Background: an optimization exercise with open tools, aiming at small area and a short achievable clock period. Do not read the settings as production practice. The RTL of this run was laid out without a check of its function.

`flow/config.mk`:
```
export PLATFORM = sky130hd
export DESIGN_NAME = MAC
export DESIGN_NICKNAME = MAC
export VERILOG_FILES = /design/flow/design.v
export SDC_FILE = /design/flow/constraint.sdc
export NUM_CORES = 4
export LEC_CHECK = 0
export CAP_MARGIN = 20
export CORE_MARGIN = 2
export CORE_UTILIZATION = 65
export SLEW_MARGIN = 20
export SYNTH_HIERARCHICAL = 1
export SYNTH_MINIMUM_KEEP_SIZE = 0
```
`flow/constraint.sdc`:
```
create_clock -name core_clock -period 19.0 [get_ports {clk}]
set_input_delay 3.8000 -clock core_clock [delete_from_list [all_inputs] [get_ports {clk}]]
set_output_delay 3.8000 -clock core_clock [all_outputs]
set_load 0.01 [all_outputs]
```
`flow/design.v`:
```
module FA(A,B,C,sum, carry);
	input A,B,C;
	output sum,carry;
	assign sum = A^B^C;
	assign carry = (A&B) | (B&C) | (C&A);
endmodule
module HA(A,B,sum, carry);
	input A,B;
	output sum,carry;
	assign sum = A^B;
	assign carry = A&B;
endmodule
module MAC(A,B,out,clk,reset);
	input [15:0] A,B;
	input clk,reset;
	output [35:0] out;
	reg [35:0] acc;
	wire [35:0] nxt;
	always @(posedge clk or posedge reset)
	begin
		if(reset)
			acc <= 36'd0;
		else
			acc <= nxt;
	end
	assign out = acc;
	wire [255:0] pp;
	genvar gi;
	generate for (gi = 0; gi < 16; gi = gi + 1) begin : ppg
		assign pp[16*gi+15:16*gi] = A & {16{B[gi]}};
	end endgenerate
	wire [255:0] ppn = ~pp;
	wire i1;
	wire hs2;
	wire hc3;
	wire i4;
	wire fs5;
	wire fc6;
	wire i7;
	wire hs8;
	wire hc9;
	wire i10;
	wire fs11;
	wire fc12;
	wire fs13;
	wire fc14;
	wire i15;
	wire hs16;
	wire hc17;
	wire i18;
	wire fs19;
	wire fc20;
	wire fs21;
	wire fc22;
	wire fs23;
	wire fc24;
	wire i25;
	wire hs26;
	wire hc27;
	wire i28;
	wire fs29;
	wire fc30;
	wire fs31;
	wire fc32;
	wire fs33;
	wire fc34;
	wire fs35;
	wire fc36;
	wire i37;
	wire hs38;
	wire hc39;
	wire i40;
	wire fs41;
	wire fc42;
	wire fs43;
	wire fc44;
	wire fs45;
	wire fc46;
	wire fs47;
	wire fc48;
	wire fs49;
	wire fc50;
	wire i51;
	wire hs52;
	wire hc53;
	wire i54;
	wire fs55;
	wire fc56;
	wire fs57;
	wire fc58;
	wire fs59;
	wire fc60;
	wire fs61;
	wire fc62;
	wire fs63;
	wire fc64;
	wire fs65;
	wire fc66;
	wire i67;
	wire hs68;
	wire hc69;
	wire i70;
	wire fs71;
	wire fc72;
	wire fs73;
	wire fc74;
	wire fs75;
	wire fc76;
	wire fs77;
	wire fc78;
	wire fs79;
	wire fc80;
	wire fs81;
	wire fc82;
	wire fs83;
	wire fc84;
	wire i85;
	wire hs86;
	wire hc87;
	wire i88;
	wire fs89;
	wire fc90;
	wire fs91;
	wire fc92;
	wire fs93;
	wire fc94;
	wire fs95;
	wire fc96;
	wire fs97;
	wire fc98;
	wire fs99;
	wire fc100;
	wire fs101;
	wire fc102;
	wire fs103;
	wire fc104;
	wire i105;
	wire i106;
	wire hs107;
	wire hc108;
	wire i109;
	wire fs110;
	wire fc111;
	wire fs112;
	wire fc113;
	wire fs114;
	wire fc115;
	wire fs116;
	wire fc117;
	wire fs118;
	wire fc119;
	wire fs120;
	wire fc121;
	wire fs122;
	wire fc123;
	wire fs124;
	wire fc125;
	wire fs126;
	wire fc127;
	wire i128;
	wire i129;
	wire hs130;
	wire hc131;
	wire i132;
	wire fs133;
	wire fc134;
	wire fs135;
	wire fc136;
	wire fs137;
	wire fc138;
	wire fs139;
	wire fc140;
	wire fs141;
	wire fc142;
	wire fs143;
	wire fc144;
	wire fs145;
	wire fc146;
	wire fs147;
	wire fc148;
	wire fs149;
	wire fc150;
	wire fs151;
	wire fc152;
	wire i153;
	wire i154;
	wire hs155;
	wire hc156;
	wire i157;
	wire fs158;
	wire fc159;
	wire fs160;
	wire fc161;
	wire fs162;
	wire fc163;
	wire fs164;
	wire fc165;
	wire fs166;
	wire fc167;
	wire fs168;
	wire fc169;
	wire fs170;
	wire fc171;
	wire fs172;
	wire fc173;
	wire fs174;
	wire fc175;
	wire fs176;
	wire fc177;
	wire fs178;
	wire fc179;
	wire i180;
	wire i181;
	wire hs182;
	wire hc183;
	wire i184;
	wire fs185;
	wire fc186;
	wire fs187;
	wire fc188;
	wire fs189;
	wire fc190;
	wire fs191;
	wire fc192;
	wire fs193;
	wire fc194;
	wire fs195;
	wire fc196;
	wire fs197;
	wire fc198;
	wire fs199;
	wire fc200;
	wire fs201;
	wire fc202;
	wire fs203;
	wire fc204;
	wire fs205;
	wire fc206;
	wire fs207;
	wire fc208;
	wire i209;
	wire i210;
	wire hs211;
	wire hc212;
	wire i213;
	wire fs214;
	wire fc215;
	wire fs216;
	wire fc217;
	wire fs218;
	wire fc219;
	wire fs220;
	wire fc221;
	wire fs222;
	wire fc223;
	wire fs224;
	wire fc225;
	wire fs226;
	wire fc227;
	wire fs228;
	wire fc229;
	wire fs230;
	wire fc231;
	wire fs232;
	wire fc233;
	wire fs234;
	wire fc235;
	wire fs236;
	wire fc237;
	wire fs238;
	wire fc239;
	wire i240;
	wire i241;
	wire hs242;
	wire hc243;
	wire i244;
	wire fs245;
	wire fc246;
	wire fs247;
	wire fc248;
	wire fs249;
	wire fc250;
	wire fs251;
	wire fc252;
	wire fs253;
	wire fc254;
	wire fs255;
	wire fc256;
	wire fs257;
	wire fc258;
	wire fs259;
	wire fc260;
	wire fs261;
	wire fc262;
	wire fs263;
	wire fc264;
	wire fs265;
	wire fc266;
	wire fs267;
	wire fc268;
	wire fs269;
	wire fc270;
	wire fs271;
	wire fc272;
	wire i273;
	wire hs274;
	wire hc275;
	wire i276;
	wire fs277;
	wire fc278;
	wire fs279;
	wire fc280;
	wire fs281;
	wire fc282;
	wire fs283;
	wire fc284;
	wire fs285;
	wire fc286;
	wire fs287;
	wire fc288;
	wire fs289;
	wire fc290;
	wire fs291;
	wire fc292;
	wire fs293;
	wire fc294;
	wire fs295;
	wire fc296;
	wire fs297;
	wire fc298;
	wire fs299;
	wire fc300;
	wire fs301;
	wire fc302;
	wire fs303;
	wire fc304;
	wire i305;
	wire i306;
	wire hs307;
	wire hc308;
	wire i309;
	wire fs310;
	wire fc311;
	wire fs312;
	wire fc313;
	wire fs314;
	wire fc315;
	wire fs316;
	wire fc317;
	wire fs318;
	wire fc319;
	wire fs320;
	wire fc321;
	wire fs322;
	wire fc323;
	wire fs324;
	wire fc325;
	wire fs326;
	wire fc327;
	wire fs328;
	wire fc329;
	wire fs330;
	wire fc331;
	wire fs332;
	wire fc333;
	wire fs334;
	wire fc335;
	wire fs336;
	wire fc337;
	wire i338;
	wire fs339;
	wire fc340;
	wire fs341;
	wire fc342;
	wire fs343;
	wire fc344;
	wire fs345;
	wire fc346;
	wire fs347;
	wire fc348;
	wire fs349;
	wire fc350;
	wire fs351;
	wire fc352;
	wire fs353;
	wire fc354;
	wire fs355;
	wire fc356;
	wire fs357;
	wire fc358;
	wire fs359;
	wire fc360;
	wire fs361;
	wire fc362;
	wire fs363;
	wire fc364;
	wire i365;
	wire fs366;
	wire fc367;
	wire fs368;
	wire fc369;
	wire fs370;
	wire fc371;
	wire fs372;
	wire fc373;
	wire fs374;
	wire fc375;
	wire fs376;
	wire fc377;
	wire fs378;
	wire fc379;
	wire fs380;
	wire fc381;
	wire fs382;
	wire fc383;
	wire fs384;
	wire fc385;
	wire fs386;
	wire fc387;
	wire fs388;
	wire fc389;
	wire i390;
	wire fs391;
	wire fc392;
	wire fs393;
	wire fc394;
	wire fs395;
	wire fc396;
	wire fs397;
	wire fc398;
	wire fs399;
	wire fc400;
	wire fs401;
	wire fc402;
	wire fs403;
	wire fc404;
	wire fs405;
	wire fc406;
	wire fs407;
	wire fc408;
	wire fs409;
	wire fc410;
	wire fs411;
	wire fc412;
	wire i413;
	wire fs414;
	wire fc415;
	wire fs416;
	wire fc417;
	wire fs418;
	wire fc419;
	wire fs420;
	wire fc421;
	wire fs422;
	wire fc423;
	wire fs424;
	wire fc425;
	wire fs426;
	wire fc427;
	wire fs428;
	wire fc429;
	wire fs430;
	wire fc431;
	wire fs432;
	wire fc433;
	wire i434;
	wire fs435;
	wire fc436;
	wire fs437;
	wire fc438;
	wire fs439;
	wire fc440;
	wire fs441;
	wire fc442;
	wire fs443;
	wire fc444;
	wire fs445;
	wire fc446;
	wire fs447;
	wire fc448;
	wire fs449;
	wire fc450;
	wire fs451;
	wire fc452;
	wire i453;
	wire fs454;
	wire fc455;
	wire fs456;
	wire fc457;
	wire fs458;
	wire fc459;
	wire fs460;
	wire fc461;
	wire fs462;
	wire fc463;
	wire fs464;
	wire fc465;
	wire fs466;
	wire fc467;
	wire fs468;
	wire fc469;
	wire i470;
	wire fs471;
	wire fc472;
	wire fs473;
	wire fc474;
	wire fs475;
	wire fc476;
	wire fs477;
	wire fc478;
	wire fs479;
	wire fc480;
	wire fs481;
	wire fc482;
	wire fs483;
	wire fc484;
	wire i485;
	wire fs486;
	wire fc487;
	wire fs488;
	wire fc489;
	wire fs490;
	wire fc491;
	wire fs492;
	wire fc493;
	wire fs494;
	wire fc495;
	wire fs496;
	wire fc497;
	wire i498;
	wire fs499;
	wire fc500;
	wire fs501;
	wire fc502;
	wire fs503;
	wire fc504;
	wire fs505;
	wire fc506;
	wire fs507;
	wire fc508;
	wire i509;
	wire fs510;
	wire fc511;
	wire fs512;
	wire fc513;
	wire fs514;
	wire fc515;
	wire fs516;
	wire fc517;
	wire i518;
	wire fs519;
	wire fc520;
	wire fs521;
	wire fc522;
	wire fs523;
	wire fc524;
	wire i525;
	wire fs526;
	wire fc527;
	wire fs528;
	wire fc529;
	wire i530;
	wire fs531;
	wire fc532;
	wire i533;
	wire i534;
	wire i535;
	wire i536;
	wire i537;
	wire i538;
	wire i539;
	wire i540;
	wire i541;
	wire i542;
	wire i543;
	wire i544;
	wire i545;
	wire i546;
	wire i547;
	wire i548;
	wire i549;
	wire i550;
	wire i551;
	wire i552;
	wire i553;
	wire i554;
	wire i555;
	wire i556;
	wire i557;
	wire i558;
	wire i559;
	wire i560;
	wire i561;
	wire i562;
	wire rs0;
	wire rc1;
	wire rs1;
	wire rc2;
	wire rs2;
	wire rc3;
	wire rs3;
	wire rc4;
	wire rs4;
	wire rc5;
	wire rs5;
	wire rc6;
	wire rs6;
	wire rc7;
	wire rs7;
	wire rc8;
	wire g0_8;
	wire p0_8;
	wire g0_9;
	wire p0_9;
	wire g0_10;
	wire p0_10;
	wire g0_11;
	wire p0_11;
	wire g0_12;
	wire p0_12;
	wire g0_13;
	wire p0_13;
	wire g0_14;
	wire p0_14;
	wire g0_15;
	wire p0_15;
	wire g0_16;
	wire p0_16;
	wire g0_17;
	wire p0_17;
	wire g0_18;
	wire p0_18;
	wire g0_19;
	wire p0_19;
	wire g0_20;
	wire p0_20;
	wire g0_21;
	wire p0_21;
	wire g0_22;
	wire p0_22;
	wire g0_23;
	wire p0_23;
	wire g0_24;
	wire p0_24;
	wire g0_25;
	wire p0_25;
	wire g0_26;
	wire p0_26;
	wire g0_27;
	wire p0_27;
	wire g0_28;
	wire p0_28;
	wire g0_29;
	wire p0_29;
	wire g0_30;
	wire p0_30;
	wire g0_31;
	wire p0_31;
	wire g0_32;
	wire p0_32;
	wire g0_33;
	wire p0_33;
	wire g0_34;
	wire p0_34;
	wire g0_35;
	wire p0_35;
	wire G563;
	wire G564;
	wire P564;
	wire G565;
	wire P565;
	wire G566;
	wire P566;
	wire G567;
	wire P567;
	wire G568;
	wire P568;
	wire G569;
	wire P569;
	wire G570;
	wire P570;
	wire G571;
	wire P571;
	wire G572;
	wire P572;
	wire G573;
	wire P573;
	wire G574;
	wire P574;
	wire G575;
	wire P575;
	wire G576;
	wire P576;
	wire G577;
	wire P577;
	wire G578;
	wire P578;
	wire G579;
	wire P579;
	wire G580;
	wire P580;
	wire G581;
	wire P581;
	wire G582;
	wire P582;
	wire G583;
	wire P583;
	wire G584;
	wire P584;
	wire G585;
	wire P585;
	wire G586;
	wire P586;
	wire G587;
	wire P587;
	wire G588;
	wire P588;
	wire G589;
	wire P589;
	wire G590;
	wire P590;
	wire G591;
	wire P591;
	wire G592;
	wire P592;
	wire G593;
	wire P593;
	wire G594;
	wire P594;
	wire G595;
	wire P595;
	wire G596;
	wire P596;
	wire G597;
	wire P597;
	wire G598;
	wire P598;
	wire G599;
	wire P599;
	wire G600;
	wire P600;
	wire G601;
	wire P601;
	wire G602;
	wire P602;
	wire G603;
	wire P603;
	wire G604;
	wire P604;
	wire G605;
	wire P605;
	wire G606;
	wire P606;
	wire G607;
	wire P607;
	wire G608;
	wire P608;
	wire G609;
	wire P609;
	wire G610;
	wire P610;
	wire G611;
	wire P611;
	wire G612;
	wire P612;
	wire G613;
	wire P613;
	wire G614;
	wire P614;
	wire G615;
	wire P615;
	wire G616;
	wire P616;
	wire G617;
	wire P617;
	wire G618;
	wire P618;
	wire G619;
	wire P619;
	wire G620;
	wire P620;
	wire G621;
	wire P621;
	wire G622;
	wire P622;
	wire G623;
	wire P623;
	wire G624;
	wire P624;
	wire G625;
	wire P625;
	wire G626;
	wire P626;
	wire G627;
	wire P627;
	wire G628;
	wire P628;
	wire G629;
	wire P629;
	assign i1 = ~ppn[1];
	HA h3(acc[1], i1, hs2, hc3);
	assign i4 = ~acc[2];
	FA f6(i4, ppn[2], ppn[17], fs5, fc6);
	assign i7 = ~ppn[32];
	HA h9(i7, hc3, hs8, hc9);
	assign i10 = ~acc[3];
	FA f12(i10, ppn[3], ppn[18], fs11, fc12);
	FA f14(ppn[33], ppn[48], fc6, fs13, fc14);
	assign i15 = ~fs11;
	HA h17(i15, hc9, hs16, hc17);
	assign i18 = ~acc[4];
	FA f20(i18, ppn[4], ppn[19], fs19, fc20);
	FA f22(ppn[34], ppn[49], ppn[64], fs21, fc22);
	FA f24(fc12, fs19, fs21, fs23, fc24);
	assign i25 = ~fc14;
	HA h27(hc17, i25, hs26, hc27);
	assign i28 = ~acc[5];
	FA f30(i28, ppn[5], ppn[20], fs29, fc30);
	FA f32(ppn[35], ppn[50], ppn[65], fs31, fc32);
	FA f34(ppn[80], fc20, fc22, fs33, fc34);
	FA f36(fs29, fs31, fc24, fs35, fc36);
	assign i37 = ~fs33;
	HA h39(i37, hc27, hs38, hc39);
	assign i40 = ~acc[6];
	FA f42(i40, ppn[6], ppn[21], fs41, fc42);
	FA f44(ppn[36], ppn[51], ppn[66], fs43, fc44);
	FA f46(ppn[81], ppn[96], fc30, fs45, fc46);
	FA f48(fc32, fs41, fs43, fs47, fc48);
	FA f50(fc34, fs45, fs47, fs49, fc50);
	assign i51 = ~fc36;
	HA h53(i51, hc39, hs52, hc53);
	assign i54 = ~acc[7];
	FA f56(i54, ppn[7], ppn[22], fs55, fc56);
	FA f58(ppn[37], ppn[52], ppn[67], fs57, fc58);
	FA f60(ppn[82], ppn[97], ppn[112], fs59, fc60);
	FA f62(fc42, fc44, fs55, fs61, fc62);
	FA f64(fs57, fs59, fc46, fs63, fc64);
	FA f66(fc48, fs61, fs63, fs65, fc66);
	assign i67 = ~fc50;
	HA h69(i67, hc53, hs68, hc69);
	assign i70 = ~acc[8];
	FA f72(i70, ppn[8], ppn[23], fs71, fc72);
	FA f74(ppn[38], ppn[53], ppn[68], fs73, fc74);
	FA f76(ppn[83], ppn[98], ppn[113], fs75, fc76);
	FA f78(ppn[128], fc56, fc58, fs77, fc78);
	FA f80(fc60, fs71, fs73, fs79, fc80);
	FA f82(fs75, fc62, fs77, fs81, fc82);
	FA f84(fs79, fc64, fs81, fs83, fc84);
	assign i85 = ~fc66;
	HA h87(i85, hc69, hs86, hc87);
	assign i88 = ~acc[9];
	FA f90(i88, ppn[9], ppn[24], fs89, fc90);
	FA f92(ppn[39], ppn[54], ppn[69], fs91, fc92);
	FA f94(ppn[84], ppn[99], ppn[114], fs93, fc94);
	FA f96(ppn[129], ppn[144], fc72, fs95, fc96);
	FA f98(fc74, fc76, fs89, fs97, fc98);
	FA f100(fs91, fs93, fc78, fs99, fc100);
	FA f102(fc80, fs95, fs97, fs101, fc102);
	FA f104(fc82, fs99, fs101, fs103, fc104);
	assign i105 = ~fc84;
	assign i106 = ~fs103;
	HA h108(i105, i106, hs107, hc108);
	assign i109 = ~acc[10];
	FA f111(i109, ppn[10], ppn[25], fs110, fc111);
	FA f113(ppn[40], ppn[55], ppn[70], fs112, fc113);
	FA f115(ppn[85], ppn[100], ppn[115], fs114, fc115);
	FA f117(ppn[130], ppn[145], ppn[160], fs116, fc117);
	FA f119(fc90, fc92, fc94, fs118, fc119);
	FA f121(fs110, fs112, fs114, fs120, fc121);
	FA f123(fs116, fc96, fc98, fs122, fc123);
	FA f125(fs118, fs120, fc100, fs124, fc125);
	FA f127(fc102, fs122, fs124, fs126, fc127);
	assign i128 = ~fc104;
	assign i129 = ~fs126;
	HA h131(i128, i129, hs130, hc131);
	assign i132 = ~acc[11];
	FA f134(i132, ppn[11], ppn[26], fs133, fc134);
	FA f136(ppn[41], ppn[56], ppn[71], fs135, fc136);
	FA f138(ppn[86], ppn[101], ppn[116], fs137, fc138);
	FA f140(ppn[131], ppn[146], ppn[161], fs139, fc140);
	FA f142(ppn[176], fc111, fc113, fs141, fc142);
	FA f144(fc115, fc117, fs133, fs143, fc144);
	FA f146(fs135, fs137, fs139, fs145, fc146);
	FA f148(fc119, fc121, fs141, fs147, fc148);
	FA f150(fs143, fs145, fc123, fs149, fc150);
	FA f152(fs147, fc125, fs149, fs151, fc152);
	assign i153 = ~fc127;
	assign i154 = ~fs151;
	HA h156(i153, i154, hs155, hc156);
	assign i157 = ~acc[12];
	FA f159(i157, ppn[12], ppn[27], fs158, fc159);
	FA f161(ppn[42], ppn[57], ppn[72], fs160, fc161);
	FA f163(ppn[87], ppn[102], ppn[117], fs162, fc163);
	FA f165(ppn[132], ppn[147], ppn[162], fs164, fc165);
	FA f167(ppn[177], ppn[192], fc134, fs166, fc167);
	FA f169(fc136, fc138, fc140, fs168, fc169);
	FA f171(fs158, fs160, fs162, fs170, fc171);
	FA f173(fs164, fc142, fc144, fs172, fc173);
	FA f175(fc146, fs166, fs168, fs174, fc175);
	FA f177(fs170, fc148, fs172, fs176, fc177);
	FA f179(fs174, fc150, fs176, fs178, fc179);
	assign i180 = ~fc152;
	assign i181 = ~fs178;
	HA h183(i180, i181, hs182, hc183);
	assign i184 = ~acc[13];
	FA f186(i184, ppn[13], ppn[28], fs185, fc186);
	FA f188(ppn[43], ppn[58], ppn[73], fs187, fc188);
	FA f190(ppn[88], ppn[103], ppn[118], fs189, fc190);
	FA f192(ppn[133], ppn[148], ppn[163], fs191, fc192);
	FA f194(ppn[178], ppn[193], ppn[208], fs193, fc194);
	FA f196(fc159, fc161, fc163, fs195, fc196);
	FA f198(fc165, fs185, fs187, fs197, fc198);
	FA f200(fs189, fs191, fs193, fs199, fc200);
	FA f202(fc167, fc169, fc171, fs201, fc202);
	FA f204(fs195, fs197, fs199, fs203, fc204);
	FA f206(fc173, fc175, fs201, fs205, fc206);
	FA f208(fs203, fc177, fs205, fs207, fc208);
	assign i209 = ~fc179;
	assign i210 = ~fs207;
	HA h212(i209, i210, hs211, hc212);
	assign i213 = ~acc[14];
	FA f215(i213, ppn[14], ppn[29], fs214, fc215);
	FA f217(ppn[44], ppn[59], ppn[74], fs216, fc217);
	FA f219(ppn[89], ppn[104], ppn[119], fs218, fc219);
	FA f221(ppn[134], ppn[149], ppn[164], fs220, fc221);
	FA f223(ppn[179], ppn[194], ppn[209], fs222, fc223);
	FA f225(ppn[224], fc186, fc188, fs224, fc225);
	FA f227(fc190, fc192, fc194, fs226, fc227);
	FA f229(fs214, fs216, fs218, fs228, fc229);
	FA f231(fs220, fs222, fc196, fs230, fc231);
	FA f233(fc198, fc200, fs224, fs232, fc233);
	FA f235(fs226, fs228, fc202, fs234, fc235);
	FA f237(fs230, fc204, fs232, fs236, fc237);
	FA f239(fc206, fs234, fs236, fs238, fc239);
	assign i240 = ~fc208;
	assign i241 = ~fs238;
	HA h243(i240, i241, hs242, hc243);
	assign i244 = ~acc[15];
	FA f246(i244, ppn[15], ppn[30], fs245, fc246);
	FA f248(ppn[45], ppn[60], ppn[75], fs247, fc248);
	FA f250(ppn[90], ppn[105], ppn[120], fs249, fc250);
	FA f252(ppn[135], ppn[150], ppn[165], fs251, fc252);
	FA f254(ppn[180], ppn[195], ppn[210], fs253, fc254);
	FA f256(ppn[225], ppn[240], fc215, fs255, fc256);
	FA f258(fc217, fc219, fc221, fs257, fc258);
	FA f260(fc223, fs245, fs247, fs259, fc260);
	FA f262(fs249, fs251, fs253, fs261, fc262);
	FA f264(fc225, fc227, fc229, fs263, fc264);
	FA f266(fs255, fs257, fs259, fs265, fc266);
	FA f268(fs261, fc231, fc233, fs267, fc268);
	FA f270(fs263, fs265, fc235, fs269, fc270);
	FA f272(fc237, fs267, fs269, fs271, fc272);
	assign i273 = ~fc239;
	HA h275(i273, hc243, hs274, hc275);
	assign i276 = ~acc[16];
	FA f278(i276, ppn[31], ppn[46], fs277, fc278);
	FA f280(ppn[61], ppn[76], ppn[91], fs279, fc280);
	FA f282(ppn[106], ppn[121], ppn[136], fs281, fc282);
	FA f284(ppn[151], ppn[166], ppn[181], fs283, fc284);
	FA f286(ppn[196], ppn[211], ppn[226], fs285, fc286);
	FA f288(ppn[241], fc246, fc248, fs287, fc288);
	FA f290(fc250, fc252, fc254, fs289, fc290);
	FA f292(fs277, fs279, fs281, fs291, fc292);
	FA f294(fs283, fs285, fc256, fs293, fc294);
	FA f296(fc258, fc260, fc262, fs295, fc296);
	FA f298(fs287, fs289, fs291, fs297, fc298);
	FA f300(fc264, fs293, fc266, fs299, fc300);
	FA f302(fs295, fs297, fc268, fs301, fc302);
	FA f304(fs299, fc270, fs301, fs303, fc304);
	assign i305 = ~fc272;
	assign i306 = ~fs303;
	HA h308(i305, i306, hs307, hc308);
	assign i309 = ~acc[17];
	FA f311(i309, ppn[47], ppn[62], fs310, fc311);
	FA f313(ppn[77], ppn[92], ppn[107], fs312, fc313);
	FA f315(ppn[122], ppn[137], ppn[152], fs314, fc315);
	FA f317(ppn[167], ppn[182], ppn[197], fs316, fc317);
	FA f319(ppn[212], ppn[227], ppn[242], fs318, fc319);
	FA f321(fc278, fc280, fc282, fs320, fc321);
	FA f323(fc284, fc286, fs310, fs322, fc323);
	FA f325(fs312, fs314, fs316, fs324, fc325);
	FA f327(fs318, fc288, fc290, fs326, fc327);
	FA f329(fc292, fs320, fs322, fs328, fc329);
	FA f331(fs324, fc294, fc296, fs330, fc331);
	FA f333(fs326, fc298, fs328, fs332, fc333);
	FA f335(fc300, fs330, fs332, fs334, fc335);
	FA f337(fc302, fs334, fc304, fs336, fc337);
	assign i338 = ~acc[18];
	FA f340(i338, ppn[63], ppn[78], fs339, fc340);
	FA f342(ppn[93], ppn[108], ppn[123], fs341, fc342);
	FA f344(ppn[138], ppn[153], ppn[168], fs343, fc344);
	FA f346(ppn[183], ppn[198], ppn[213], fs345, fc346);
	FA f348(ppn[228], ppn[243], fc311, fs347, fc348);
	FA f350(fc313, fc315, fc317, fs349, fc350);
	FA f352(fc319, fs339, fs341, fs351, fc352);
	FA f354(fs343, fs345, fc321, fs353, fc354);
	FA f356(fc323, fc325, fs347, fs355, fc356);
	FA f358(fs349, fs351, fc327, fs357, fc358);
	FA f360(fs353, fc329, fs355, fs359, fc360);
	FA f362(fc331, fs357, fc333, fs361, fc362);
	FA f364(fs359, fc335, fs361, fs363, fc364);
	assign i365 = ~acc[19];
	FA f367(i365, ppn[79], ppn[94], fs366, fc367);
	FA f369(ppn[109], ppn[124], ppn[139], fs368, fc369);
	FA f371(ppn[154], ppn[169], ppn[184], fs370, fc371);
	FA f373(ppn[199], ppn[214], ppn[229], fs372, fc373);
	FA f375(ppn[244], fc340, fc342, fs374, fc375);
	FA f377(fc344, fc346, fs366, fs376, fc377);
	FA f379(fs368, fs370, fs372, fs378, fc379);
	FA f381(fc348, fc350, fc352, fs380, fc381);
	FA f383(fs374, fs376, fs378, fs382, fc383);
	FA f385(fc354, fc356, fs380, fs384, fc385);
	FA f387(fs382, fc358, fc360, fs386, fc387);
	FA f389(fs384, fc362, fs386, fs388, fc389);
	assign i390 = ~acc[20];
	FA f392(i390, ppn[95], ppn[110], fs391, fc392);
	FA f394(ppn[125], ppn[140], ppn[155], fs393, fc394);
	FA f396(ppn[170], ppn[185], ppn[200], fs395, fc396);
	FA f398(ppn[215], ppn[230], ppn[245], fs397, fc398);
	FA f400(fc367, fc369, fc371, fs399, fc400);
	FA f402(fc373, fs391, fs393, fs401, fc402);
	FA f404(fs395, fs397, fc375, fs403, fc404);
	FA f406(fc377, fc379, fs399, fs405, fc406);
	FA f408(fs401, fc381, fs403, fs407, fc408);
	FA f410(fc383, fs405, fc385, fs409, fc410);
	FA f412(fs407, fc387, fs409, fs411, fc412);
	assign i413 = ~acc[21];
	FA f415(i413, ppn[111], ppn[126], fs414, fc415);
	FA f417(ppn[141], ppn[156], ppn[171], fs416, fc417);
	FA f419(ppn[186], ppn[201], ppn[216], fs418, fc419);
	FA f421(ppn[231], ppn[246], fc392, fs420, fc421);
	FA f423(fc394, fc396, fc398, fs422, fc423);
	FA f425(fs414, fs416, fs418, fs424, fc425);
	FA f427(fc400, fc402, fs420, fs426, fc427);
	FA f429(fs422, fs424, fc404, fs428, fc429);
	FA f431(fc406, fs426, fc408, fs430, fc431);
	FA f433(fs428, fc410, fs430, fs432, fc433);
	assign i434 = ~acc[22];
	FA f436(i434, ppn[127], ppn[142], fs435, fc436);
	FA f438(ppn[157], ppn[172], ppn[187], fs437, fc438);
	FA f440(ppn[202], ppn[217], ppn[232], fs439, fc440);
	FA f442(ppn[247], fc415, fc417, fs441, fc442);
	FA f444(fc419, fs435, fs437, fs443, fc444);
	FA f446(fs439, fc421, fc423, fs445, fc446);
	FA f448(fc425, fs441, fs443, fs447, fc448);
	FA f450(fc427, fs445, fs447, fs449, fc450);
	FA f452(fc429, fs449, fc431, fs451, fc452);
	assign i453 = ~acc[23];
	FA f455(i453, ppn[143], ppn[158], fs454, fc455);
	FA f457(ppn[173], ppn[188], ppn[203], fs456, fc457);
	FA f459(ppn[218], ppn[233], ppn[248], fs458, fc459);
	FA f461(fc436, fc438, fc440, fs460, fc461);
	FA f463(fs454, fs456, fs458, fs462, fc463);
	FA f465(fc442, fc444, fs460, fs464, fc465);
	FA f467(fs462, fc446, fc448, fs466, fc467);
	FA f469(fs464, fc450, fs466, fs468, fc469);
	assign i470 = ~acc[24];
	FA f472(i470, ppn[159], ppn[174], fs471, fc472);
	FA f474(ppn[189], ppn[204], ppn[219], fs473, fc474);
	FA f476(ppn[234], ppn[249], fc455, fs475, fc476);
	FA f478(fc457, fc459, fs471, fs477, fc478);
	FA f480(fs473, fc461, fc463, fs479, fc480);
	FA f482(fs475, fs477, fc465, fs481, fc482);
	FA f484(fs479, fc467, fs481, fs483, fc484);
	assign i485 = ~acc[25];
	FA f487(i485, ppn[175], ppn[190], fs486, fc487);
	FA f489(ppn[205], ppn[220], ppn[235], fs488, fc489);
	FA f491(ppn[250], fc472, fc474, fs490, fc491);
	FA f493(fs486, fs488, fc476, fs492, fc493);
	FA f495(fc478, fs490, fc480, fs494, fc495);
	FA f497(fs492, fc482, fs494, fs496, fc497);
	assign i498 = ~acc[26];
	FA f500(i498, ppn[191], ppn[206], fs499, fc500);
	FA f502(ppn[221], ppn[236], ppn[251], fs501, fc502);
	FA f504(fc487, fc489, fs499, fs503, fc504);
	FA f506(fs501, fc491, fs503, fs505, fc506);
	FA f508(fc493, fs505, fc495, fs507, fc508);
	assign i509 = ~acc[27];
	FA f511(i509, ppn[207], ppn[222], fs510, fc511);
	FA f513(ppn[237], ppn[252], fc500, fs512, fc513);
	FA f515(fc502, fs510, fc504, fs514, fc515);
	FA f517(fs512, fc506, fs514, fs516, fc517);
	assign i518 = ~acc[28];
	FA f520(i518, ppn[223], ppn[238], fs519, fc520);
	FA f522(ppn[253], fc511, fs519, fs521, fc522);
	FA f524(fc513, fs521, fc515, fs523, fc524);
	assign i525 = ~acc[29];
	FA f527(i525, ppn[239], ppn[254], fs526, fc527);
	FA f529(fc520, fs526, fc522, fs528, fc529);
	assign i530 = ~acc[30];
	FA f532(i530, ppn[255], fc527, fs531, fc532);
	assign i533 = ~acc[0];
	assign i534 = ~hs2;
	assign i535 = ~hs8;
	assign i536 = ~hs16;
	assign i537 = ~hs26;
	assign i538 = ~hs38;
	assign i539 = ~hs52;
	assign i540 = ~hs68;
	assign i541 = ~hs86;
	assign i542 = ~hc87;
	assign i543 = ~hs107;
	assign i544 = ~hc108;
	assign i545 = ~hs130;
	assign i546 = ~hc131;
	assign i547 = ~hs155;
	assign i548 = ~hc156;
	assign i549 = ~hs182;
	assign i550 = ~hc183;
	assign i551 = ~hs211;
	assign i552 = ~hc212;
	assign i553 = ~hs242;
	assign i554 = ~hs274;
	assign i555 = ~hc275;
	assign i556 = ~hs307;
	assign i557 = ~hc308;
	assign i558 = ~acc[31];
	assign i559 = ~acc[32];
	assign i560 = ~acc[33];
	assign i561 = ~acc[34];
	assign i562 = ~acc[35];
	wire [35:0] r0, r1;
	assign r0[0] = i533;
	assign r1[0] = ppn[0];
	assign r0[1] = ppn[16];
	assign r1[1] = i534;
	assign r0[2] = fs5;
	assign r1[2] = i535;
	assign r0[3] = i536;
	assign r1[3] = fs13;
	assign r0[4] = fs23;
	assign r1[4] = i537;
	assign r0[5] = fs35;
	assign r1[5] = i538;
	assign r0[6] = fs49;
	assign r1[6] = i539;
	assign r0[7] = fs65;
	assign r1[7] = i540;
	assign r0[8] = fs83;
	assign r1[8] = i541;
	assign r0[9] = i542;
	assign r1[9] = i543;
	assign r0[10] = i544;
	assign r1[10] = i545;
	assign r0[11] = i546;
	assign r1[11] = i547;
	assign r0[12] = i548;
	assign r1[12] = i549;
	assign r0[13] = i550;
	assign r1[13] = i551;
	assign r0[14] = i552;
	assign r1[14] = i553;
	assign r0[15] = fs271;
	assign r1[15] = i554;
	assign r0[16] = i555;
	assign r1[16] = i556;
	assign r0[17] = i557;
	assign r1[17] = fs336;
	assign r0[18] = fs363;
	assign r1[18] = fc337;
	assign r0[19] = fc364;
	assign r1[19] = fs388;
	assign r0[20] = fc389;
	assign r1[20] = fs411;
	assign r0[21] = fc412;
	assign r1[21] = fs432;
	assign r0[22] = fc433;
	assign r1[22] = fs451;
	assign r0[23] = fs468;
	assign r1[23] = fc452;
	assign r0[24] = fc469;
	assign r1[24] = fs483;
	assign r0[25] = fc484;
	assign r1[25] = fs496;
	assign r0[26] = fc497;
	assign r1[26] = fs507;
	assign r0[27] = fs516;
	assign r1[27] = fc508;
	assign r0[28] = fc517;
	assign r1[28] = fs523;
	assign r0[29] = fs528;
	assign r1[29] = fc524;
	assign r0[30] = fs531;
	assign r1[30] = fc529;
	assign r0[31] = i558;
	assign r1[31] = fc532;
	assign r0[32] = i559;
	assign r1[32] = 1'b1;
	assign r0[33] = i560;
	assign r1[33] = 1'b1;
	assign r0[34] = i561;
	assign r1[34] = 1'b1;
	assign r0[35] = i562;
	assign r1[35] = 1'b1;
	FA fr0(r0[0], r1[0], 1'b1, rs0, rc1);
	assign nxt[0] = ~rs0;
	FA fr1(r0[1], r1[1], rc1, rs1, rc2);
	assign nxt[1] = ~rs1;
	FA fr2(r0[2], r1[2], rc2, rs2, rc3);
	assign nxt[2] = ~rs2;
	FA fr3(r0[3], r1[3], rc3, rs3, rc4);
	assign nxt[3] = ~rs3;
	FA fr4(r0[4], r1[4], rc4, rs4, rc5);
	assign nxt[4] = ~rs4;
	FA fr5(r0[5], r1[5], rc5, rs5, rc6);
	assign nxt[5] = ~rs5;
	FA fr6(r0[6], r1[6], rc6, rs6, rc7);
	assign nxt[6] = ~rs6;
	FA fr7(r0[7], r1[7], rc7, rs7, rc8);
	assign nxt[7] = ~rs7;
	HA hp8(r0[8], r1[8], p0_8, g0_8);
	HA hp9(r0[9], r1[9], p0_9, g0_9);
	HA hp10(r0[10], r1[10], p0_10, g0_10);
	HA hp11(r0[11], r1[11], p0_11, g0_11);
	HA hp12(r0[12], r1[12], p0_12, g0_12);
	HA hp13(r0[13], r1[13], p0_13, g0_13);
	HA hp14(r0[14], r1[14], p0_14, g0_14);
	HA hp15(r0[15], r1[15], p0_15, g0_15);
	HA hp16(r0[16], r1[16], p0_16, g0_16);
	HA hp17(r0[17], r1[17], p0_17, g0_17);
	HA hp18(r0[18], r1[18], p0_18, g0_18);
	HA hp19(r0[19], r1[19], p0_19, g0_19);
	HA hp20(r0[20], r1[20], p0_20, g0_20);
	HA hp21(r0[21], r1[21], p0_21, g0_21);
	HA hp22(r0[22], r1[22], p0_22, g0_22);
	HA hp23(r0[23], r1[23], p0_23, g0_23);
	HA hp24(r0[24], r1[24], p0_24, g0_24);
	HA hp25(r0[25], r1[25], p0_25, g0_25);
	HA hp26(r0[26], r1[26], p0_26, g0_26);
	HA hp27(r0[27], r1[27], p0_27, g0_27);
	HA hp28(r0[28], r1[28], p0_28, g0_28);
	HA hp29(r0[29], r1[29], p0_29, g0_29);
	HA hp30(r0[30], r1[30], p0_30, g0_30);
	HA hp31(r0[31], r1[31], p0_31, g0_31);
	HA hp32(r0[32], r1[32], p0_32, g0_32);
	HA hp33(r0[33], r1[33], p0_33, g0_33);
	HA hp34(r0[34], r1[34], p0_34, g0_34);
	HA hp35(r0[35], r1[35], p0_35, g0_35);
	assign G563 = g0_8 | (p0_8 & rc8);
	assign G564 = g0_10 | (p0_10 & g0_9);
	assign P564 = p0_10 & p0_9;
	assign G565 = g0_12 | (p0_12 & g0_11);
	assign P565 = p0_12 & p0_11;
	assign G566 = g0_14 | (p0_14 & g0_13);
	assign P566 = p0_14 & p0_13;
	assign G567 = g0_16 | (p0_16 & g0_15);
	assign P567 = p0_16 & p0_15;
	assign G568 = g0_18 | (p0_18 & g0_17);
	assign P568 = p0_18 & p0_17;
	assign G569 = g0_20 | (p0_20 & g0_19);
	assign P569 = p0_20 & p0_19;
	assign G570 = g0_22 | (p0_22 & g0_21);
	assign P570 = p0_22 & p0_21;
	assign G571 = g0_24 | (p0_24 & g0_23);
	assign P571 = p0_24 & p0_23;
	assign G572 = g0_26 | (p0_26 & g0_25);
	assign P572 = p0_26 & p0_25;
	assign G573 = g0_28 | (p0_28 & g0_27);
	assign P573 = p0_28 & p0_27;
	assign G574 = g0_30 | (p0_30 & g0_29);
	assign P574 = p0_30 & p0_29;
	assign G575 = g0_32 | (p0_32 & g0_31);
	assign P575 = p0_32 & p0_31;
	assign G576 = g0_34 | (p0_34 & g0_33);
	assign P576 = p0_34 & p0_33;
	assign G577 = g0_9 | (p0_9 & G563);
	assign P577 = p0_9 & p0_8;
	assign G578 = G564 | (P564 & G563);
	assign P578 = P564 & p0_8;
	assign G579 = g0_13 | (p0_13 & G565);
	assign P579 = p0_13 & P565;
	assign G580 = G566 | (P566 & G565);
	assign P580 = P566 & P565;
	assign G581 = g0_17 | (p0_17 & G567);
	assign P581 = p0_17 & P567;
	assign G582 = G568 | (P568 & G567);
	assign P582 = P568 & P567;
	assign G583 = g0_21 | (p0_21 & G569);
	assign P583 = p0_21 & P569;
	assign G584 = G570 | (P570 & G569);
	assign P584 = P570 & P569;
	assign G585 = g0_25 | (p0_25 & G571);
	assign P585 = p0_25 & P571;
	assign G586 = G572 | (P572 & G571);
	assign P586 = P572 & P571;
	assign G587 = g0_29 | (p0_29 & G573);
	assign P587 = p0_29 & P573;
	assign G588 = G574 | (P574 & G573);
	assign P588 = P574 & P573;
	assign G589 = g0_33 | (p0_33 & G575);
	assign P589 = p0_33 & P575;
	assign G590 = G576 | (P576 & G575);
	assign P590 = P576 & P575;
	assign G591 = g0_11 | (p0_11 & G578);
	assign P591 = p0_11 & P578;
	assign G592 = G565 | (P565 & G578);
	assign P592 = P565 & P578;
	assign G593 = G579 | (P579 & G578);
	assign P593 = P579 & P578;
	assign G594 = G580 | (P580 & G578);
	assign P594 = P580 & P578;
	assign G595 = g0_19 | (p0_19 & G582);
	assign P595 = p0_19 & P582;
	assign G596 = G569 | (P569 & G582);
	assign P596 = P569 & P582;
	assign G597 = G583 | (P583 & G582);
	assign P597 = P583 & P582;
	assign G598 = G584 | (P584 & G582);
	assign P598 = P584 & P582;
	assign G599 = g0_27 | (p0_27 & G586);
	assign P599 = p0_27 & P586;
	assign G600 = G573 | (P573 & G586);
	assign P600 = P573 & P586;
	assign G601 = G587 | (P587 & G586);
	assign P601 = P587 & P586;
	assign G602 = G588 | (P588 & G586);
	assign P602 = P588 & P586;
	assign G603 = g0_35 | (p0_35 & G590);
	assign P603 = p0_35 & P590;
	assign G604 = g0_15 | (p0_15 & G594);
	assign P604 = p0_15 & P594;
	assign G605 = G567 | (P567 & G594);
	assign P605 = P567 & P594;
	assign G606 = G581 | (P581 & G594);
	assign P606 = P581 & P594;
	assign G607 = G582 | (P582 & G594);
	assign P607 = P582 & P594;
	assign G608 = G595 | (P595 & G594);
	assign P608 = P595 & P594;
	assign G609 = G596 | (P596 & G594);
	assign P609 = P596 & P594;
	assign G610 = G597 | (P597 & G594);
	assign P610 = P597 & P594;
	assign G611 = G598 | (P598 & G594);
	assign P611 = P598 & P594;
	assign G612 = g0_31 | (p0_31 & G602);
	assign P612 = p0_31 & P602;
	assign G613 = G575 | (P575 & G602);
	assign P613 = P575 & P602;
	assign G614 = G589 | (P589 & G602);
	assign P614 = P589 & P602;
	assign G615 = G590 | (P590 & G602);
	assign P615 = P590 & P602;
	assign G616 = G603 | (P603 & G602);
	assign P616 = P603 & P602;
	assign G617 = g0_23 | (p0_23 & G611);
	assign P617 = p0_23 & P611;
	assign G618 = G571 | (P571 & G611);
	assign P618 = P571 & P611;
	assign G619 = G585 | (P585 & G611);
	assign P619 = P585 & P611;
	assign G620 = G586 | (P586 & G611);
	assign P620 = P586 & P611;
	assign G621 = G599 | (P599 & G611);
	assign P621 = P599 & P611;
	assign G622 = G600 | (P600 & G611);
	assign P622 = P600 & P611;
	assign G623 = G601 | (P601 & G611);
	assign P623 = P601 & P611;
	assign G624 = G602 | (P602 & G611);
	assign P624 = P602 & P611;
	assign G625 = G612 | (P612 & G611);
	assign P625 = P612 & P611;
	assign G626 = G613 | (P613 & G611);
	assign P626 = P613 & P611;
	assign G627 = G614 | (P614 & G611);
	assign P627 = P614 & P611;
	assign G628 = G615 | (P615 & G611);
	assign P628 = P615 & P611;
	assign G629 = G616 | (P616 & G611);
	assign P629 = P616 & P611;
	assign nxt[8] = ~(p0_8 ^ rc8);
	assign nxt[9] = ~(p0_9 ^ G563);
	assign nxt[10] = ~(p0_10 ^ G577);
	assign nxt[11] = ~(p0_11 ^ G578);
	assign nxt[12] = ~(p0_12 ^ G591);
	assign nxt[13] = ~(p0_13 ^ G592);
	assign nxt[14] = ~(p0_14 ^ G593);
	assign nxt[15] = ~(p0_15 ^ G594);
	assign nxt[16] = ~(p0_16 ^ G604);
	assign nxt[17] = ~(p0_17 ^ G605);
	assign nxt[18] = ~(p0_18 ^ G606);
	assign nxt[19] = ~(p0_19 ^ G607);
	assign nxt[20] = ~(p0_20 ^ G608);
	assign nxt[21] = ~(p0_21 ^ G609);
	assign nxt[22] = ~(p0_22 ^ G610);
	assign nxt[23] = ~(p0_23 ^ G611);
	assign nxt[24] = ~(p0_24 ^ G617);
	assign nxt[25] = ~(p0_25 ^ G618);
	assign nxt[26] = ~(p0_26 ^ G619);
	assign nxt[27] = ~(p0_27 ^ G620);
	assign nxt[28] = ~(p0_28 ^ G621);
	assign nxt[29] = ~(p0_29 ^ G622);
	assign nxt[30] = ~(p0_30 ^ G623);
	assign nxt[31] = ~(p0_31 ^ G624);
	assign nxt[32] = ~(p0_32 ^ G625);
	assign nxt[33] = ~(p0_33 ^ G626);
	assign nxt[34] = ~(p0_34 ^ G627);
	assign nxt[35] = ~(p0_35 ^ G628);
endmodule
```
`flow/flow/run.sh`:
```
#!/bin/bash
# The standard layout (standard synthesis, floorplan, place, CTS, route) with two changes:
# repair_timing is asked for a larger setup slack than 0 (flow/setup_margin.txt) so that it
# keeps shortening the critical path, and the port buffers that every input and output gets
# are sky130_fd_sc_hd__buf_1 (flow/port_buffer.txt) instead of the delay cell buffer_ports
# picks by default; repair_timing then sizes the ones on critical paths.
# Make's full output goes to make_finish.log; each tool's own log is under orfs/logs/.
set -euo pipefail
MARGIN=$(cat flow/setup_margin.txt)
PBUF=$(cat flow/port_buffer.txt)
bash standard.sh SETUP_SLACK_MARGIN=$MARGIN "BUFFER_PORTS_ARGS=-buffer_cell $PBUF" finish > make_finish.log 2>&1
```
`flow/flow/port_buffer.txt`:
```
sky130_fd_sc_hd__buf_1
```
`flow/flow/setup_margin.txt`:
```
10
```
`flow/standard.sh`:
```
#!/bin/bash
# synth_recipe.tcl (not shown) runs the flow's synth.tcl, then flattens the netlist and writes it again
# the make line also repeats each setting of config.mk as NAME=value (left out here)
make -C /OpenROAD-flow-scripts/flow DESIGN_CONFIG=/design/flow/config.mk WORK_HOME=/design/flow/orfs CLKGATE_MAP_FILE= SYNTH_SCRIPT=/design/flow/synth_recipe.tcl "${@:-finish}"
```
==> summary.md <==
| Metric | Value |
|---|---|
| Status | `finished clean` |
| Clk buf depth | `2` |
| Final #Nets | `1183` |
| Most flops, register | `acc` |
| GPL Wtd Cong | `0.9042` |
| Num rows | `41` |
| Routed Antenna Nets | `0` |
| Initial antenna violation count | `1` |
| Startpoint Class | `input pin` |
| Final Skew | `0.005900 ns` |
| Number of flip-flops in the largest register | `36` |
| HPWL Detailed | `16560 um` |
| Met3 Usage GRT | `7.171%` |
| Crit. path cell count | `20` |
| Met1 Use GR | `44.80%` |
| Bufs and invs on worst path | `2` |
| FFs w/ async S/R, synth | `100.0%` |
| IO Count | `70` |
| Starting DRT DRC Count | `543` |
| Number of synthesized register bits | `36` |
| Largest regs | `acc x36` |
| Worst R2R Path Depth | `19` |
| Worst endpoint required time | `19.22 ns` |
| Worst Hold Depth | `3` |
| Gr busiest metal | `met2` |
| Top cell type's share of synthesized area | `55.30%` |
| Via count | `6058` |
| CP max-delay cell | `fa_1` |
| Slew @ Worst Pin | `0.5382 ns` |
| Starting density of the core | `66.56%` |
| Hold Slack | `0.7248 ns` |
| DRC | `0` |
| Synth cell types | `39` |
| First-pass GRT wire length | `35340 um` |
| Worst min path class | `reg2reg` |
| Setup Viol. Count Final | `0` |
| Hold-fix buffers, CTS | `0` |
| Grt total ovfl | `0` |
| Top delay family on crit path | `adder cells` |
| Post-synth EDFFs | `0` |
| Maximum single-stage delay on the critical path | `0.43 ns` |
| Most common cell on crit path | `fa_1` |
| Initial DRT Pass Iterations | `6` |
| Largest net degree at the start of global routing | `37` |
| Worst EP arrival | `9.11 ns` |
| GR Util All Layers | `33.51%` |
| Number of global-route vias before repair | `6784` |
| Final period util | `46.80%` |
| Skew-Pair Late Insertion Delay | `0.30 ns` |
| Port Buffer Count | `69` |
| TritonCTS buffer count | `5` |
| Final wirelength | `21240 um` |
| Die H | `117.7 um` |
| Final Hold Fails | `0` |
| Die W | `117.7 um` |
| Global routing usage on met2 | `54.91%` |
| Area Overhead vs Synth | `10.17%` |
| Core footprint | `12620 sq um` |
| Vias/cell | `5.825` |
| Crit Path Category | `in2reg` |
| Element type at the critical path end | `register` |
| Flop2flop setup slack | `13.47 ns` |
| Commonest non-fill, non-tap cell in the layout | `nand2_1` |
| CTS tree | `yes` |
| Slew HR | `64.12%` |
| Crit path cell chain | `buf_6 -> nand2_1 -> fa_1 -> fa_1 -> fa_2 -> fa_1 -> fa_2 -> fa_1 -> fa_1 -> fa_1 -> ha_1 -> o211ai_2 -> a21oi_2 -> o21ai_4 -> o41ai_4 -> a21oi_2 -> inv_1 -> a21o_1 -> a21oi_1 -> xor2_1` |
| Die Area | `13850 sq um` |
| CTS clk-pin slew, worst paths | `0.06 ns` |
| RSZ-0062 raised after global routing | `true` |
| Clock sink count | `36` |
| Register area share after synthesis | `10.73%` |
| Tmin final | `8.893 ns` |
| Diode count | `0` |
| Setup TNS Final | `0 ns` |
| Fraction of layout cells with a size suffix above 1 | `9.677%` |
| Synthesized area per cell | `10.14 sq um` |
| DR WL/cell | `20.42 um` |
| Syn. warnings | `7` |
| Synth top area cells | `fa_1 (55%), nand2_1 (12%), dfrtp_1 (11%)` |
| Worst Path Max Fanout | `16` |
| Synth Flop Type | `dfrtp_1` |
| Fmax | `0.1125 GHz` |
| Cell taking the most area after synthesis | `fa_1` |
| # H-tree levels | `2` |
| Synthesized instance count | `828` |
| Max-cap violations | `0` |
| Commonest cells after routing, fill and taps aside | `nand2_1 (261), fa_1 (224), inv_1 (96)` |
| Max-slew violations | `0` |
| Root buffer cell | `clkbuf_16` |
| Area of the mapped netlist | `8399 sq um` |
[Yosys stat by module, one instance, submodules excluded]
module / cells / cell area (sq um) / flip-flops and latches / copies in the design
FA: 1 / 20.02 / 0 / 232
HA: 1 / 12.51 / 0 / 44
MAC: 552 / 3204 / 36 / 1
[worst reg2reg max path, cell delays in order, from the launching register on]
cell and delay (ns):
dfrtp_1 0.33, inv_1 0.07, fa_1 0.45, fa_1 0.42, fa_2 0.38, fa_1 0.40, fa_2 0.35, fa_1 0.38
fa_1 0.39, fa_1 0.38, ha_1 0.24, o211ai_2 0.27, a21oi_2 0.13, o21ai_4 0.21, o41ai_4 0.13, a21oi_2 0.29
inv_1 0.11, a21o_1 0.18, a21oi_1 0.17, xor2_1 0.16
[repair_timing]
action / 4_1_cts / 5_1_grt
endpoints found under the setup margin: 20 / 13
buffers inserted: 4 / 11
pin swaps: 4 / 15
resized for setup: 100 / 58
[through the flow]
step	area (sq um)	utilization, %	setup slack, ns	std cells
final	9254	73.33	10.11	1040
after global routing	9254	73.33	9.948	1040
after CTS	9002	71.34	10.00	1029
after detailed placement	8701	68.95	9.013	1018
after global placement	8701	68.95	9.159	1018
after floorplan	8432	-	10.00	832
[kinds of logic (layout without fill, tap and decap cells)]
| group | count (synthesis) | in the layout | share of synthesized area (%) |
|---|---|---|---|
| other cells | 1 | 5 | 0.04465 |
| xor+xnor | 23 | 23 | 2.398 |
| buf+inv | 156 | 192 | 6.972 |
| fa+ha+maj | 281 | 281 | 62.59 |
| compound gates | 43 | 43 | 3.948 |
| simple gates | 288 | 288 | 13.32 |
| flops | 36 | 36 | 10.73 |
[cell type report]
type	instances	area [sq um]
tap	172	215.2
inverter	96	360.3
timing repair buffer	89	599.3
clock buffer	6	128.9
sequential	36	900.9
multi-input combinational	640	7044
fill	937	3366
clock inverter	1	5.005
[worst paths after layout]
check | from | endpoint
max | B[0] | acc[25]
min | acc[0] | acc[0]
max reg2reg | acc[0] | acc[25]
min reg2reg | acc[0] | acc[0]
max in group asynchronous | reset | acc[32]
min in group asynchronous | reset | acc[17]
[cell usage after synthesis, drive strengths merged, types with 3 or more instances]
cell type  number
dfrtp          36
nor2           10
xnor2           9
nand3           3
ha             49
buf             9
clkbuf         51
and2            3
xor2           14
fa            232
inv            96
nand2         262
nor2b           3
nand2b          3
o21ai           9
a21oi          15
a21o            4
[layer usage]
layer,share of wire [%],up-vias,wire (um)
met4,3.7,2,784
met3,9.4,75,1990
met1,36,3099,7704
met2,51,354,10750
li1,-,2528,-
met5,0.061,-,13

what the ideal ports hide:
The flow's constraints put no driver on any port. The routed layout listed below was extracted and timed again, unchanged, in two steps. Step 1: set_driving_cell puts a clkbuf_16 on clk and a buf_2 on each other input, an assumption about the parent block. Step 2, shift: input delay + t, output delay - t, t = (earliest + latest rising clock arrival at the registers) / 2. This alone moves slack from input paths to output paths. Slacks: no drivers / after step 1 / after step 2; pairs: no drivers / after step 1.
t, ns: 0.342
slack for setup (ns): 10.107 / 10.111 / 9.769
clock arrival spread, ns: 0.005 / 0.006
After both steps this run still meets setup and hold. The setup slack of this run moves by +0.004 ns with the drivers and by -0.338 ns with both steps.
